This design comes from an exercise in tuning for small area on the open sky130 flow, not from production work.
Only simulation tests tie the RTL to the original design; equivalence was not proved.
No driver is modelled on the clock port, so clock power and skew are understated where the tree is cut down; a real chip needs a root buffer or a tree.
No activity file was given, so power comes from the tool's default toggle rates.

## JK
Design system_top, start of the top module:
module system_top (
    input  wire       i_clk,
    input  wire       i_rst_n,
    input  wire       i_uart_rx,
    output wire [3:0] o_vga_r,
    output wire [3:0] o_vga_g,
    output wire [3:0] o_vga_b,
    output wire       o_vga_hsync,
    output wire       o_vga_vsync
);
For scale: about 570 cells after synthesis, roughly 65 flip-flops.
==> flow/config.mk <==
export PLATFORM = sky130hd
export DESIGN_NAME = system_top
export DESIGN_NICKNAME = system_top
export VERILOG_FILES = /design/flow/design.v
export SDC_FILE = /design/flow/constraint.sdc
export NUM_CORES = 4
export LEC_CHECK = 0
export CAP_MARGIN = 20
export CORE_MARGIN = 2
export CORE_UTILIZATION = 40
export PLACE_DENSITY = 0.6
export SLEW_MARGIN = 20
==> flow/constraint.sdc <==
create_clock -name core_clock -period 10.0 [get_ports {i_clk}]
set_input_delay 2.0000 -clock core_clock [delete_from_list [all_inputs] [get_ports {i_clk}]]
set_output_delay 2.0000 -clock core_clock [all_outputs]
set_load 0.01 [all_outputs]
standard.sh (not shown) runs the stock make flow with config.mk's settings and CLKGATE_MAP_FILE= SYNTH_SCRIPT=/design/flow/synth_recipe.tcl, a recipe that flattens the netlist after the stock synthesis.
==> flow/flow/run.sh <==
#!/bin/bash
# Standard ORFS layout with these changes, none of which touch registers:
#   - ABC maps the combinational logic with an area script
#     (flow/abc_area.script) instead of the speed script
#   - Yosys's extract_fa is skipped, so adders reach ABC as plain gates
#   - the clock tree is three clkbuf_16 leaf buffers, each driving a
#     k-means group of registers, fed straight from the clock port
#     (flow/cts_root.tcl) instead of TritonCTS's H-tree
#   - ports are buffered with buf_1 cells
#   - one tie cell drives all constant outputs (no tie fanout repair)
# All make output goes to flow_make.log; ORFS's per-step logs are in orfs/logs.
set -euo pipefail
W=$(pwd)
rm -rf "$W/scripts_mod"
cp -r "$FLOW_HOME/scripts" "$W/scripts_mod"
cp "$W/flow/abc_area.script" "$W/scripts_mod/abc_speed.script"
cp "$W/flow/cts_root.tcl" "$W/scripts_mod/cts_root.tcl"
python3 - "$W/scripts_mod" <<'PY'
import sys
d = sys.argv[1]
p = d + "/synth.tcl"
s = open(p).read()
old = "  extract_fa {*}[dont_use_extract_fa_args]\n"
assert old in s
s = s.replace(old, "  # extract_fa skipped by this flow\n", 1)
open(p, "w").write(s)
p = d + "/cts.tcl"
s = open(p).read()
old = "log_cmd clock_tree_synthesis {*}$cts_args\n"
assert old in s
s = s.replace(old, "source $::env(SCRIPTS_DIR)/cts_root.tcl\n", 1)
open(p, "w").write(s)
PY
bash standard.sh SCRIPTS_DIR="$W/scripts_mod" "BUFFER_PORTS_ARGS=-buffer_cell sky130_fd_sc_hd__buf_1" \
  SKIP_REPAIR_TIE_FANOUT=1 finish > "$W/flow_make.log" 2>&1
Other scripts of this flow, unchanged in this note and not shown: flow/flow/abc_area.script, flow/flow/cts_root.tcl
Edits applied to the flow inputs when going from JK to AL:
--- a/flow/design.v
+++ b/flow/design.v
@@ -192,28 +192,30 @@
             r_v_s <= (10'd524) ^ 10'd524;
         end else if (w_pix) begin
             if (r_h == 10'd799) begin
                 r_h_s <= (10'd0) ^ 10'd799;
                 r_v_s <= ((r_v == 10'd524) ? 10'd0 : r_v + 10'd1) ^ 10'd524;
             end else
                 r_h_s <= (r_h + 10'd1) ^ 10'd799;
         end
     end
     assign o_vga_hsync = !((r_h >= 10'd656) && (r_h < 10'd752));
     assign o_vga_vsync = !((r_v >= 10'd490) && (r_v < 10'd492));
     wire [7:0] w_sdx = {1'b0, r_h[9:3]} - {1'b0, r_a};
+    wire [7:0] w_sdy = {1'b0, r_v[9:3]} - {2'b0, r_j};
     wire w_rlo = r_v[2] | r_v[1];           
-    wire [7:0] w_sdy = {1'b0, r_v[9:3]} + {2'b11, ~r_j} + {7'd0, w_rlo};
     wire w_in_snake = (w_sdx[7:3] == 5'd0) && (r_v < 10'd480) &&
-                      (w_sdy <= 8'd5);
+                      (((w_sdy == 8'd0) && w_rlo) ||
+                       ((w_sdy >= 8'd1) && (w_sdy <= 8'd5)) ||
+                       ((w_sdy == 8'd6) && !w_rlo));
     wire [9:0] w_fex = {1'b0, r_h[9:1]} - {4'b0, w_k3};
     wire [8:0] w_fey = {1'b0, r_v[9:2]} + {5'b0, w_m};
     wire w_in_food  = !w_win &&
                       !w_fex[9] && (w_fex[8:4] == {1'b0, r_k_food}) && !w_fex[3] &&
                       (w_fey[8:3] == {2'b0, w_m}) && !w_fey[2];
     reg r_g;
     always @(posedge i_clk or negedge i_rst_n) begin
         if (!i_rst_n)
             r_g <= 1'b0;
         else
             r_g <= w_in_snake || w_in_food;
     end
Findings:
Re number of slew-limit violations in the final report: no difference whatsoever between JK and AL.
Between JK and AL, the difference in post-synthesis share of cell area spent on xor and xnor gates is negligible.
From JK to AL the numbers moved as follows: overall routed net length rose 270 µm; average vias per placed instance rose 0.061; global-route usage rose 0.38 points.
On minimum setup slack among reg-to-reg paths, the lower figure sits with AL, not JK.
Critical path depth: AL vs JK down 2
Total power draw essentially unchanged between AL and JK.
Looking at sequential share of layout area, AL sits below JK.
Power in combinational cells for AL is lower than for JK.
Delta(final worst-path cycle share, AL - JK) > 0
Setup total negative slack: AL vs JK identical
Looking at number of detailed-routing iterations run before antenna repair across JK and AL, the one that comes out higher is AL.
In every run of this note, the design's own scripts or RTL, not TritonCTS, make the clock network.

## re-timing with driven ports
No port has a modelled driver above. Below, the same layouts with a new extraction and two added sets of constraints. Step 1 sets driving cells, clkbuf_16 on the clock port and buf_2 on the other inputs (assumed; they add their load-dependent delay and slew). Step 2 times the ports against the registers' clock, not the clock port: input delays grow and output delays shrink by t, the midpoint of the rising clock arrivals with the driver on. Three values: no drivers, after step 1, after step 2; two values: the first two.
| run | shift t [ns] | setup slack, ns | hold slack, ns | worst setup path at the end | worst register clock-pin slew, ns |
|---|---|---|---|---|---|
| JK | 0.216 | 5.799 / 5.799 / 5.799 | 0.417 / 0.417 / 0.417 | register to register | 0.11 / 0.11 |
| AL | 0.221 | 5.355 / 5.355 / 5.355 | 0.383 / 0.383 / 0.383 | register to register | 0.10 / 0.10 |
After both steps setup and hold are still met in every run listed.
